Source: an optimization exercise on an open RTL-to-GDS flow (aim: small area). Production flows keep margins and buffers that such runs may drop.
The RTL was checked by simulation tests, not by an equivalence proof against the original design.
Power is estimated from default activity; no workload was simulated.

--- config.mk ---
export PLATFORM = sky130hd
export DESIGN_NAME = merge
export DESIGN_NICKNAME = merge
export VERILOG_FILES = /design/flow/design.v
export SDC_FILE = /design/flow/constraint.sdc
export NUM_CORES = 4
export LEC_CHECK = 0
export CAP_MARGIN = 20
export CORE_MARGIN = 2
export CORE_UTILIZATION = 40
export SLEW_MARGIN = 20
--- constraint.sdc ---
create_clock -name core_clock -period 10.0 [get_ports {clk}]
set_input_delay 2.0000 -clock core_clock [delete_from_list [all_inputs] [get_ports {clk}]]
set_output_delay 2.0000 -clock core_clock [all_outputs]
set_load 0.01 [all_outputs]
--- design.v ---
module background_collision (clk, rst, R_bg, G_bg, B_bg, ancora_bg_X, ancora_sp_X, ancora_bg_Y, ancora_sp_Y,
                        max_R_top, max_G_top, max_B_top, min_R_top, min_G_top, min_B_top, avg_R_top, avg_G_top, avg_B_top,
                        max_R_bottom, max_G_bottom, max_B_bottom, min_R_bottom, min_G_bottom, min_B_bottom, avg_R_bottom, avg_G_bottom, avg_B_bottom,
                        max_R_right, max_G_right, max_B_right, min_R_right, min_G_right, min_B_right, avg_R_right, avg_G_right, avg_B_right,
                        max_R_left, max_G_left, max_B_left, min_R_left, min_G_left, min_B_left, avg_R_left, avg_G_left, avg_B_left
                        );
	input wire clk, rst;
	input wire [7:0] R_bg ,G_bg, B_bg;
	input wire [9:0] ancora_bg_X, ancora_sp_X, ancora_bg_Y, ancora_sp_Y;
	output reg [7:0] max_R_top, max_G_top, max_B_top, min_R_top, min_G_top, min_B_top, avg_R_top, avg_G_top, avg_B_top;
	output reg [7:0] max_R_bottom, max_G_bottom, max_B_bottom, min_R_bottom, min_G_bottom, min_B_bottom, avg_R_bottom, avg_G_bottom, avg_B_bottom;
	output reg [7:0] max_R_right, max_G_right, max_B_right, min_R_right, min_G_right, min_B_right, avg_R_right, avg_G_right, avg_B_right;
	output reg [7:0] max_R_left, max_G_left, max_B_left, min_R_left, min_G_left, min_B_left, avg_R_left, avg_G_left, avg_B_left;
	reg [11:0] R_sum_top;
	reg [11:0] G_sum_top;
	reg [11:0] B_sum_top;
	reg [11:0] R_sum_bottom;
	reg [11:0] G_sum_bottom;
	reg [11:0] B_sum_bottom;
	reg [11:0] R_sum_right;
	reg [11:0] G_sum_right;
	reg [11:0] B_sum_right;
	reg [11:0] R_sum_left;
	reg [11:0] G_sum_left;
	reg [11:0] B_sum_left;
    reg [11:0] R_sum_top_next;
    reg [11:0] G_sum_top_next;
    reg [11:0] B_sum_top_next;
    reg [7:0] avg_R_top_next;
    reg [7:0] avg_G_top_next;
    reg [7:0] avg_B_top_next;
    reg [11:0] R_sum_bottom_next;
    reg [11:0] G_sum_bottom_next;
    reg [11:0] B_sum_bottom_next;
    reg [7:0] avg_R_bottom_next;
    reg [7:0] avg_G_bottom_next;
    reg [7:0] avg_B_bottom_next;
    reg [11:0] R_sum_right_next;
    reg [11:0] G_sum_right_next;
    reg [11:0] B_sum_right_next;
    reg [7:0] avg_R_right_next;
    reg [7:0] avg_G_right_next;
    reg [7:0] avg_B_right_next;
    reg [11:0] R_sum_left_next;
    reg [11:0] G_sum_left_next;
    reg [11:0] B_sum_left_next;
    reg [7:0] avg_R_left_next;
    reg [7:0] avg_G_left_next;
    reg [7:0] avg_B_left_next;
    always@(posedge clk)
    begin
        if (rst)
        begin
            max_R_top <= 8'b0;
            max_G_top <= 8'b0;
            max_B_top <= 8'b0;
            min_R_top <= 8'b0;
            min_G_top <= 8'b0;
            min_B_top <= 8'b0;
            avg_R_top <= 8'b0;
            avg_G_top <= 8'b0;
            avg_B_top <= 8'b0;
            max_R_bottom <= 8'b0; 
            max_G_bottom <= 8'b0; 
            max_B_bottom <= 8'b0;
            min_R_bottom <= 8'b0;
            min_G_bottom <= 8'b0;
            min_B_bottom <= 8'b0;
            avg_R_bottom <= 8'b0;
            avg_G_bottom <= 8'b0;
            avg_B_bottom <= 8'b0;
            max_R_right <= 8'b0; 
            max_G_right <= 8'b0;
            max_B_right <= 8'b0;
            min_R_right <= 8'b0;
            min_G_right <= 8'b0;
            min_B_right <= 8'b0;
            avg_R_right <= 8'b0;
            avg_G_right <= 8'b0;
            avg_B_right <= 8'b0;
            max_R_left <= 8'b0; 
            max_G_left <= 8'b0;
            max_B_left <= 8'b0;
            min_R_left <= 8'b0;
            min_G_left <= 8'b0;
            min_B_left <= 8'b0;
            avg_R_left <= 8'b0;
            avg_G_left <= 8'b0;
            avg_B_left <= 8'b0;
            R_sum_top <= 12'b0;
            G_sum_top <= 12'b0;
            B_sum_top <= 12'b0;
            R_sum_bottom <= 12'b0;
            G_sum_bottom <= 12'b0;
            B_sum_bottom <= 12'b0;
            R_sum_right <= 12'b0;
            G_sum_right <= 12'b0;
            B_sum_right <= 12'b0;
            R_sum_left <= 12'b0;
            G_sum_left <= 12'b0;
            B_sum_left <= 12'b0;
        end else begin
            if (ancora_bg_X == ancora_sp_X && ancora_bg_Y >= ancora_sp_Y && ancora_bg_Y <= (ancora_sp_Y + 15))
            begin
                if (R_bg > max_R_top)
                    max_R_top <= R_bg;
                else if (R_bg < min_R_top)
                    min_R_top <= R_bg;
                if (G_bg > max_G_top)
                    max_G_top <= G_bg;
                else if (G_bg < min_G_top)
                    min_G_top <= G_bg;
                if (B_bg > max_B_top)
                    max_B_top <= B_bg;
                else if (B_bg < min_B_top)
                    min_B_top <= B_bg;
                R_sum_top <= R_sum_top_next;
                G_sum_top <= G_sum_top_next;
                B_sum_top <= B_sum_top_next;
                avg_R_top <= avg_R_top_next;
                avg_G_top <= avg_G_top_next;
                avg_B_top <= avg_B_top_next;
            end
            else if (ancora_bg_X  == (ancora_sp_X + 15) && ancora_bg_Y >= ancora_sp_Y && ancora_bg_Y <= (ancora_sp_Y + 15))
            begin
                if (R_bg > max_R_bottom)
                    max_R_bottom <= R_bg;
                else if (R_bg < min_R_bottom)
                    min_R_bottom <= R_bg;
                if (G_bg > max_G_bottom)
                    max_G_bottom <= G_bg;
                else if (G_bg < min_G_bottom)
                    min_G_bottom <= G_bg;
                if (B_bg > max_B_bottom)
                    max_B_bottom <= B_bg;
                else if (B_bg < min_B_bottom)
                    min_B_bottom <= B_bg;
                R_sum_bottom <= R_sum_bottom_next;
                G_sum_bottom <= G_sum_bottom_next;
                B_sum_bottom <= B_sum_bottom_next;
                avg_R_bottom <= avg_R_bottom_next;
                avg_G_bottom <= avg_G_bottom_next;
                avg_B_bottom <= avg_B_bottom_next;
            end
            else if (ancora_bg_X >= ancora_sp_X && ancora_bg_X <= (ancora_sp_X + 15)  && ancora_bg_Y == (ancora_sp_Y + 15))
            begin
                if (R_bg > max_R_right)
                    max_R_right <= R_bg;
                else if (R_bg < min_R_right)
                    min_R_right <= R_bg;
                if (G_bg > max_G_right)
                    max_G_right <= G_bg;
                else if (G_bg < min_G_right)
                    min_G_right <= G_bg;
                if (B_bg > max_B_right)
                    max_B_right <= B_bg;
                else if (B_bg < min_B_right)
                    min_B_right <= B_bg;
                R_sum_right <= R_sum_right_next;
                G_sum_right <= G_sum_right_next;
                B_sum_right <= B_sum_right_next;
                avg_R_right <= avg_R_right_next;
                avg_G_right <= avg_G_right_next;
                avg_B_right <= avg_B_right_next;
            end
            else if (ancora_bg_X >= ancora_sp_X && ancora_bg_X <= (ancora_sp_X + 15)  && ancora_bg_Y == (ancora_sp_Y))
            begin
                if (R_bg > max_R_left)
                    max_R_left <= R_bg;
                else if (R_bg < min_R_left)
                    min_R_left <= R_bg;
                if (G_bg > max_G_left)
                    max_G_left <= G_bg;
                else if (G_bg < min_G_left)
                    min_G_left <= G_bg;
                if (B_bg > max_B_left)
                    max_B_left <= B_bg;
                else if (B_bg < min_B_left)
                    min_B_left <= B_bg;
                R_sum_left <= R_sum_left_next;
                G_sum_left <= G_sum_left_next;
                B_sum_left <= B_sum_left_next;
                avg_R_left <= avg_R_left_next;
                avg_G_left <= avg_G_left_next;
                avg_B_left <= avg_B_left_next;
            end
        end
    end
    always @* begin
        if (ancora_bg_X == ancora_sp_X && ancora_bg_Y >= ancora_sp_Y && ancora_bg_Y <= (ancora_sp_Y + 15))
        begin
            R_sum_top_next = R_sum_top + R_bg;
            G_sum_top_next = G_sum_top + G_bg;
            B_sum_top_next = B_sum_top + B_bg;
            avg_R_top_next = R_sum_top / 16;
            avg_G_top_next = G_sum_top / 16;
            avg_B_top_next = B_sum_top / 16;
        end else begin
            R_sum_top_next = R_sum_top;
            G_sum_top_next = G_sum_top;
            B_sum_top_next = B_sum_top;
            avg_R_top_next = R_sum_top;
            avg_G_top_next = G_sum_top;
            avg_B_top_next = B_sum_top;
        end
        if (ancora_bg_X  == (ancora_sp_X + 15) && ancora_bg_Y >= ancora_sp_Y && ancora_bg_Y <= (ancora_sp_Y + 15))
        begin
            R_sum_bottom_next = R_sum_bottom + R_bg;
            G_sum_bottom_next = G_sum_bottom + G_bg;
            B_sum_bottom_next = B_sum_bottom + B_bg;
            avg_R_bottom_next = R_sum_bottom / 16;
            avg_G_bottom_next = G_sum_bottom / 16;
            avg_B_bottom_next = B_sum_bottom / 16;
        end else begin
            R_sum_bottom_next = R_sum_bottom;
            G_sum_bottom_next = G_sum_bottom;
            B_sum_bottom_next = B_sum_bottom;
            avg_R_bottom_next = R_sum_bottom;
            avg_G_bottom_next = G_sum_bottom;
            avg_B_bottom_next = B_sum_bottom;
        end
        if (ancora_bg_X >= ancora_sp_X && ancora_bg_X <= (ancora_sp_X + 15)  && ancora_bg_Y == (ancora_sp_Y + 15))
        begin
            R_sum_right_next = R_sum_right + R_bg;
            G_sum_right_next = G_sum_right + G_bg;
            B_sum_right_next = B_sum_right + B_bg;
            avg_R_right_next = R_sum_right / 16;
            avg_G_right_next = G_sum_right / 16;
            avg_B_right_next = B_sum_right / 16;
        end else begin
            R_sum_right_next = R_sum_right;
            G_sum_right_next = G_sum_right;
            B_sum_right_next = B_sum_right;
            avg_R_right_next = R_sum_right;
            avg_G_right_next = G_sum_right;
            avg_B_right_next = B_sum_right;
        end
        if (ancora_bg_X >= ancora_sp_X && ancora_bg_X <= (ancora_sp_X + 15)  && ancora_bg_Y == (ancora_sp_Y))
        begin
            R_sum_left_next = R_sum_left + R_bg;
            G_sum_left_next = G_sum_left + G_bg;
            B_sum_left_next = B_sum_left + B_bg;
            avg_R_left_next = R_sum_left / 16;
            avg_G_left_next = G_sum_left / 16;
            avg_B_left_next = B_sum_left / 16;
        end else begin
            R_sum_left_next = R_sum_left;
            G_sum_left_next = G_sum_left;
            B_sum_left_next = B_sum_left;
            avg_R_left_next = R_sum_left;
            avg_G_left_next = G_sum_left;
            avg_B_left_next = B_sum_left;
        end
    end
endmodule
module merge (stopMerge, R_bg, G_bg, B_bg, R_sp, G_sp, B_sp, R_outRegA, G_outRegA, B_outRegA, R_outRegB, G_outRegB, B_outRegB, posX_bg, posY_bg, posX_sp, posY_sp, reset, clk, readVgaSelector,max_R_top, max_G_top, max_B_top, min_R_top, min_G_top, min_B_top, avg_R_top, avg_G_top, avg_B_top,
                        max_R_bottom, max_G_bottom, max_B_bottom, min_R_bottom, min_G_bottom, min_B_bottom, avg_R_bottom, avg_G_bottom, avg_B_bottom,
                        max_R_right, max_G_right, max_B_right, min_R_right, min_G_right, min_B_right, avg_R_right, avg_G_right, avg_B_right,
                        max_R_left, max_G_left, max_B_left, min_R_left, min_G_left, min_B_left, avg_R_left, avg_G_left, avg_B_left);
    input wire clk, reset, readVgaSelector;
    input wire [7:0] R_bg, G_bg, B_bg, R_sp, G_sp, B_sp;
    input wire [9:0] posX_bg, posY_bg, posX_sp, posY_sp;
    output reg [127:0] R_outRegA, G_outRegA, B_outRegA, R_outRegB, G_outRegB, B_outRegB;
    output reg [7:0] max_R_top, max_G_top, max_B_top, min_R_top, min_G_top, min_B_top, avg_R_top, avg_G_top, avg_B_top,
                        max_R_bottom, max_G_bottom, max_B_bottom, min_R_bottom, min_G_bottom, min_B_bottom, avg_R_bottom, avg_G_bottom, avg_B_bottom,
                        max_R_right, max_G_right, max_B_right, min_R_right, min_G_right, min_B_right, avg_R_right, avg_G_right, avg_B_right,
                        max_R_left, max_G_left, max_B_left, min_R_left, min_G_left, min_B_left, avg_R_left, avg_G_left, avg_B_left;
    output stopMerge;                
    localparam R_trans = 8'h17,
               G_trans = 8'h17,
               B_trans = 8'h17;
	reg [3:0] contadorA;
    reg [3:0] contadorA_next;
	reg [6:0] base_indexA;
    reg [3:0] contadorB;
    reg [3:0] contadorB_next;
	reg [6:0] base_indexB;
    reg full_A;
    reg full_B;
    reg [9:0] posicoesX_sp[31:0];
    reg [9:0] posicoesY_sp[31:0]; 
    reg [31:0] contadorPosicao_sp;
    reg [31:0] contadorPosicao_sp_next;
    reg iniciarMerge;
    wire [7:0] max_R_top_wire;
    wire [7:0] max_G_top_wire;
    wire [7:0] max_B_top_wire;
    wire [7:0] min_R_top_wire;
    wire [7:0] min_G_top_wire;
    wire [7:0] min_B_top_wire;
    wire [7:0] avg_R_top_wire;
    wire [7:0] avg_G_top_wire;
    wire [7:0] avg_B_top_wire;
    wire [7:0] max_R_bottom_wire;
    wire [7:0] max_G_bottom_wire;
    wire [7:0] max_B_bottom_wire;
    wire [7:0] min_R_bottom_wire;
    wire [7:0] min_G_bottom_wire;
    wire [7:0] min_B_bottom_wire;
    wire [7:0] avg_R_bottom_wire;
    wire [7:0] avg_G_bottom_wire;
    wire [7:0] avg_B_bottom_wire;
    wire [7:0] max_R_right_wire;
    wire [7:0] max_G_right_wire;
    wire [7:0] max_B_right_wire;
    wire [7:0] min_R_right_wire;
    wire [7:0] min_G_right_wire;
    wire [7:0] min_B_right_wire;
    wire [7:0] avg_R_right_wire;
    wire [7:0] avg_G_right_wire;
    wire [7:0] avg_B_right_wire;
    wire [7:0] max_R_left_wire;
    wire [7:0] max_G_left_wire;
    wire [7:0] max_B_left_wire;
    wire [7:0] min_R_left_wire;
    wire [7:0] min_G_left_wire;
    wire [7:0] min_B_left_wire;
    wire [7:0] avg_R_left_wire;
    wire [7:0] avg_G_left_wire;
    wire [7:0] avg_B_left_wire;
    assign stopMerge = ((readVgaSelector == 1'b1 && full_A == 1'b1) || (readVgaSelector == 1'b0 && full_B == 1'b1));
    always @(posedge clk) begin
        if (reset) begin
            contadorPosicao_sp <= 32'b0;
            iniciarMerge <= 1'b0;
            posicoesX_sp[0] <= 10'b0;
            posicoesY_sp[0] <= 10'b0;
        end
        else begin
            contadorPosicao_sp <= contadorPosicao_sp_next;
            if (contadorPosicao_sp <= 31) begin
                posicoesX_sp[contadorPosicao_sp] <= posX_sp;
                posicoesY_sp[contadorPosicao_sp] <= posY_sp;
            end else begin
                iniciarMerge <= 1'b1;  
            end      
        end
    end
    always @* begin
        if (contadorPosicao_sp <= 31)
            contadorPosicao_sp_next = contadorPosicao_sp + 1;
        else 
            contadorPosicao_sp_next = contadorPosicao_sp;
    end
    always@(posedge clk) 
    begin
        if (reset)
        begin
            R_outRegA <= 128'b0;
            G_outRegA <= 128'b0;
            B_outRegA <= 128'b0;
            R_outRegB <= 128'b0;
            G_outRegB <= 128'b0;
            B_outRegB <= 128'b0;
            contadorA  <= 4'b0;
			contadorB  <= 4'b0;
			full_A <= 1'b0;
			full_B <= 1'b0;
        end
        else
        begin
            if (iniciarMerge) begin
                base_indexA = contadorA * 8;
                base_indexB = contadorB * 8;
                contadorA <= contadorA_next;
                contadorB <= contadorB_next;
                if (readVgaSelector == 1'b1 && !full_A)  
                begin
                    full_B <= 1'b0;  
                    if (R_sp == R_trans && G_sp == G_trans && B_sp == B_trans)  
                    begin 
                        R_outRegA[base_indexA +: 8] <= R_bg;
                        G_outRegA[base_indexA +: 8] <= G_bg;
                        B_outRegA[base_indexA +: 8] <= B_bg;
                    end
                    else begin
                        R_outRegA[base_indexA +: 8] <= R_sp;
                        G_outRegA[base_indexA +: 8] <= G_sp;
                        B_outRegA[base_indexA +: 8] <= B_sp;
                    end
                    if (contadorA == 15)
                        full_A <= 1;
                end else if (readVgaSelector == 1'b0 && !full_B) begin
                    full_A <= 1'b0;  
                    if (R_sp == R_trans && G_sp == G_trans && B_sp == B_trans)  
                    begin 
                        R_outRegB[base_indexB +: 8] <= R_bg;
                        G_outRegB[base_indexB +: 8] <= G_bg;
                        B_outRegB[base_indexB +: 8] <= B_bg;
                    end
                    else begin
                        R_outRegB[base_indexB +: 8] <= R_sp;
                        G_outRegB[base_indexB +: 8] <= G_sp;
                        B_outRegB[base_indexB +: 8] <= B_sp;
                    end
                    if (contadorA == 15)
                        full_B <= 1;
                end
            end
        end
    end
    always @* begin
        if ((contadorA < 15) && readVgaSelector == 1'b1)  
            contadorA_next = contadorA + 1;
        else begin
            contadorA_next = 4'b0;  
        end
    end
    always @* begin
        if ((contadorB < 15) && readVgaSelector == 1'b0)  
            contadorB_next = contadorB + 1;
        else begin
            contadorB_next = 4'b0;  
        end
    end
always @(posedge clk) begin
    max_R_top <= max_R_top_wire;
    max_G_top <= max_G_top_wire;
    max_B_top <= max_B_top_wire;
    min_R_top <= min_R_top_wire;
    min_G_top <= min_G_top_wire;
    min_B_top <= min_B_top_wire;
    avg_R_top <= avg_R_top_wire;
    avg_G_top <= avg_G_top_wire;
    avg_B_top <= avg_B_top_wire;
    max_R_bottom <= max_R_bottom_wire;
    max_G_bottom <= max_G_bottom_wire;
    max_B_bottom <= max_B_bottom_wire;
    min_R_bottom <= min_R_bottom_wire;
    min_G_bottom <= min_G_bottom_wire;
    min_B_bottom <= min_B_bottom_wire;
    avg_R_bottom <= avg_R_bottom_wire;
    avg_G_bottom <= avg_G_bottom_wire;
    avg_B_bottom <= avg_B_bottom_wire;
    max_R_right <= max_R_right_wire;
    max_G_right <= max_G_right_wire;
    max_B_right <= max_B_right_wire;
    min_R_right <= min_R_right_wire;
    min_G_right <= min_G_right_wire;
    min_B_right <= min_B_right_wire;
    avg_R_right <= avg_R_right_wire;
    avg_G_right <= avg_G_right_wire;
    avg_B_right <= avg_B_right_wire;
    max_R_left <= max_R_left_wire;
    max_G_left <= max_G_left_wire;
    max_B_left <= max_B_left_wire;
    min_R_left <= min_R_left_wire;
    min_G_left <= min_G_left_wire;
    min_B_left <= min_B_left_wire;
    avg_R_left <= avg_R_left_wire;
    avg_G_left <= avg_G_left_wire;
    avg_B_left <= avg_B_left_wire;
end
background_collision sprite01 (
    .clk(clk),
    .rst(reset),
    .R_bg(R_bg),
    .G_bg(G_bg),
    .B_bg(B_bg),
    .ancora_bg_X(posX_bg),
    .ancora_bg_Y(posY_bg),
    .ancora_sp_Y(posicoesY_sp[0]),
    .ancora_sp_X(posicoesX_sp[0]),
    .max_R_top(max_R_top_wire),
    .max_G_top(max_G_top_wire),
    .max_B_top(max_B_top_wire),
    .min_R_top(min_R_top_wire),
    .min_G_top(min_G_top_wire),
    .min_B_top(min_B_top_wire),
    .avg_R_top(avg_R_top_wire),
    .avg_G_top(avg_G_top_wire),
    .avg_B_top(avg_B_top_wire),
    .max_R_bottom(max_R_bottom_wire),
    .max_G_bottom(max_G_bottom_wire),
    .max_B_bottom(max_B_bottom_wire),
    .min_R_bottom(min_R_bottom_wire),
    .min_G_bottom(min_G_bottom_wire),
    .min_B_bottom(min_B_bottom_wire),
    .avg_R_bottom(avg_R_bottom_wire),
    .avg_G_bottom(avg_G_bottom_wire),
    .avg_B_bottom(avg_B_bottom_wire),
    .max_R_right(max_R_right_wire),
    .max_G_right(max_G_right_wire),
    .max_B_right(max_B_right_wire),
    .min_R_right(min_R_right_wire),
    .min_G_right(min_G_right_wire),
    .min_B_right(min_B_right_wire),
    .avg_R_right(avg_R_right_wire),
    .avg_G_right(avg_G_right_wire),
    .avg_B_right(avg_B_right_wire),
    .max_R_left(max_R_left_wire),
    .max_G_left(max_G_left_wire),
    .max_B_left(max_B_left_wire),
    .min_R_left(min_R_left_wire),
    .min_G_left(min_G_left_wire),
    .min_B_left(min_B_left_wire),
    .avg_R_left(avg_R_left_wire),
    .avg_G_left(avg_G_left_wire),
    .avg_B_left(avg_B_left_wire)
);
endmodule
--- run.sh ---
#!/bin/bash
# synth_recipe.tcl (not shown) runs the flow's synth.tcl, then flattens the netlist and writes it again
# the make line also repeats each setting of config.mk as NAME=value (left out here)
make -C /OpenROAD-flow-scripts/flow DESIGN_CONFIG=/design/flow/config.mk WORK_HOME=/design/flow/orfs CLKGATE_MAP_FILE= SYNTH_SCRIPT=/design/flow/synth_recipe.tcl finish
==> notes.md <==
-- path summary, 6_finish.rpt --
check	startpoint	endpoint	slack, ns	cells after the start
max	readVgaSelector	stopMerge	4.25	3
max reg2reg	posicoesX_sp[0][0]$_SDFFCE_PP0P_	sprite01.G_sum_left[9]$_SDFFE_PP0P_	5.31	15
min reg2reg	sprite01.avg_G_left[7]$_SDFFE_PP0P_	avg_G_left[7]$_DFF_P_	0.34	0
min	sprite01.avg_G_left[7]$_SDFFE_PP0P_	avg_G_left[7]$_DFF_P_	0.34	0
-- per-layer routing --
layer	global-route usage (%)	wire length (um)	vias to the layer above
met4	11.4	9510	14
li1	-	-	24300
met3	8.20	19300	360
met5	0	76	-
met2	47.9	108000	1632
met1	36.9	96100	24200
-- cells by family (layout without fill, tap and decap cells) --
| family | Yosys count | after routing |
|---|---|---|
| fa+ha+maj | 338 | 338 |
| other cells | 0 | 8 |
| mux | 163 | 163 |
| flops | 1551 | 1551 |
| compound gates | 1403 | 1403 |
| simple gates | 2362 | 2362 |
| buf+inv | 708 | 1807 |
| xor+xnor | 101 | 101 |
-- sequential cells by signal, summed over array words and instances, names as in the netlist, 32 cells and up --
signal,flops
G_outRegA,128
contadorPosicao_sp,32
R_outRegB,128
R_outRegA,128
G_outRegB,128
B_outRegA,128
B_outRegB,128
-- placed cells by master (no fill, tap or decap), drive strengths merged, types with 7 or more instances in the layout --
cell type | synthesis | layout
a211o | 10 | 10
a211oi | 414 | 414
a21boi | 29 | 29
a21o | 27 | 27
a21oi | 738 | 738
and2 | 53 | 53
and3 | 18 | 18
buf | 138 | 110
bufinv | 0 | 9
clkbuf | 313 | 247
clkdlybuf4s50 | 0 | 1142
clkinv | 0 | 32
dfxtp | 1531 | 1531
diode | 0 | 8
edfxtp | 20 | 20
fa | 12 | 12
ha | 326 | 326
inv | 257 | 263
mux2i | 157 | 157
nand2 | 877 | 877
nand3 | 96 | 96
nand3b | 15 | 15
nand4 | 54 | 54
nor2 | 1044 | 1044
nor2b | 91 | 91
nor3 | 34 | 34
nor4 | 21 | 21
o211ai | 16 | 16
o21a | 20 | 20
o21ai | 103 | 103
o221a | 7 | 7
o31ai | 7 | 7
or2 | 13 | 13
or3 | 15 | 15
or4 | 9 | 9
xnor2 | 57 | 57
xor2 | 44 | 44
-- metrics by stage --
| stage | util [%] | setup slack, ns |
|---|---|---|
| floorplan | - | 5.53 |
| global placement | 49.2 | 3.90 |
| detailed placement | 49.2 | 4.11 |
| CTS | 53.0 | 4.21 |
| global route | 53.0 | 4.22 |
| finish | 53.0 | 4.25 |
-- power by group --
part           switching [uW]  leakage, uW  internal, uW  total (uW)
combinational             428       0.0129           185         613
sequential               10.7       0.0125          6200        6220
clock                    2630      0.00274          3660        6290
total                    3070       0.0282         10100       13100
-- layout make-up --
class,instances,area (um2)
Fill cell,13400,69300
Sequential cell,1551,31300
Multi-Input combinational cell,4367,25800
Timing Repair Buffer,1252,12300
Clock buffer,247,4940
Tap cell,1930,2410
Inverter,257,965
Clock inverter,51,648
Antenna cell,8,20.0
==> reports/metrics.cfg <==
[run_status]
status = timing/DRC/antenna clean

[route]
routed_wirelength_mm = 233
wire_per_inst_um = 24.1
post_drt_via_cell_ratio = 5.22
drt_iter0_markers = 3498
dr_total_vias = 50400
ant_nets = 0
route.detailed.drc = 0
drt_pass1_iterations = 7

[finish]
nets = 8025
drive_gt1_share_pct = 5.98
final_area_mm2 = 0.0783
final_cells = 9663
syn_to_final_growth_pct = 31.6

[placed_design]
dpl_cell_area_mm2 = 0.0727
dp_hpwl_mm = 167
dp_cells = 9357
io_buffers = 1147
place.gp.congestion = 0.862

[timing]
hold_viol = 0
tns_ns = 0
slew_violations = 0
finalSetupViolCount = 0
rsz0062_at_grt = no
slew_headroom_pct = 25.7
hold_slack_ns = 0.341
min_period_ns = 5.75
post-route-period-util_pct = 57.5
timing.fmax_mhz = 174
worst_slew_pin_slew_ns = 1.11
fin_skew_ns = 0.0451

[cts]
clock_path_buffers = 3
post_cts_resized = 0
cts_setup_buffers = 0
cts_hold_buffers = 0
cts_tree = done
cts_htree_levels = 4
cts_root_buf = clkbuf_16
clkTransAtPathRegs_ns = 0.06
cts_buffers = 167
cts_sinks = 1551
clk-insertion-delay-late_ns = 0.79

[synth]
synth_top_family_by_area = simple AND/OR/NAND/NOR gates
synth_seq_cells = 1551
async_flop_share_pct = 0
synthTopCellsByCount = 1531 x dfxtp_1, 1043 x nor2_1, 876 x nand2_1
synth_ff_type = dfxtp_1
synth.most_common_cell = dfxtp_1
synth_area_mm2 = 0.0595
synth-simple-area-share_pct = 16.8
yosys.area_share.xor_xnor_pct = 1.49
synth_cells = 6626
synth_edf_count = 20
ys_seq_area_share_pct = 52.5
synth_top_cell_by_area = dfxtp_1
netlist.area_leader.share_pct = 51.5
synth-compound-area-share_pct = 14.4
synth.area.top_cells = dfxtp_1 51%, ha_1 6.9%, nor2_1 6.6%
synth_fa_ha_area_share_pct = 7.26
syn_nets = 7055
post_synth.cell_area_avg_um2 = 8.98
muxShareOfSynthArea_pct = 2.75
ys_types = 76
synth_warnings = 2

[pwr]
p_leak_uw = 0.0282
p_per_area_mw_per_mm2 = 168
irDropWorstVdd_mv = 0.126
p_total_uw = 13100

[grt]
grtUsageTotal_pct = 29.5
grt_pass1_wl_mm = 330
grt_pass1_vias = 47100
overflow = 0
grt_max_degree = 218
antenna_found_initial = 26

[setup_path]
critPathMaxStageDelay_ns = 0.75
cp.arrival_ns = 3.75
critPathLaunchType = primary input
end_kind = output pin
crit_path_cell_trace = clkdlybuf4s50_1 > o21ai_0 > clkdlybuf4s50_1
crit_slowest_cell = clkdlybuf4s50_1
critPathTopFamily = buffers and inverters
crit_type = in2out
path_buf_inv = 2
critPathRequiredTime_ns = 8.00
path_max_fanout = 11
crit_path_frequent_cell = clkdlybuf4s50_1

[min_path]
min_path_type = reg2reg

[floorplanning]
rows = 141
die_x_um = 390
start_util_pct = 40.3
ioPinCount = 1148
dieArea_mm2 = 0.152
fp.dieH_um = 390
core_area_mm2 = 0.148

[run]
cap_violations = 0

==> afterwards: timing with drivers on the ports <==
How much do the figures lean on ideal ports? The routed layout below was timed once more, with nothing changed but the port constraints.
Step 1: set_driving_cell puts a clkbuf_16 on clk and a buf_2 on each other input, an assumption about the parent block.
Step 2 times the ports against the registers' clock, not the clock port: input delays grow and output delays shrink by t, the midpoint of the rising clock arrivals with the driver on.
a / b / c = ideal / step 1 / step 2; a / b = the first two.
t (ns): 0.855
setup slack, ns: 4.246 / 4.222 / 4.100
clock arrival spread, ns: 0.046 / 0.045
After both steps setup and hold are still met in this run. For this run, drivers alone change the setup slack by -0.024 ns; drivers and shift together by -0.146 ns.
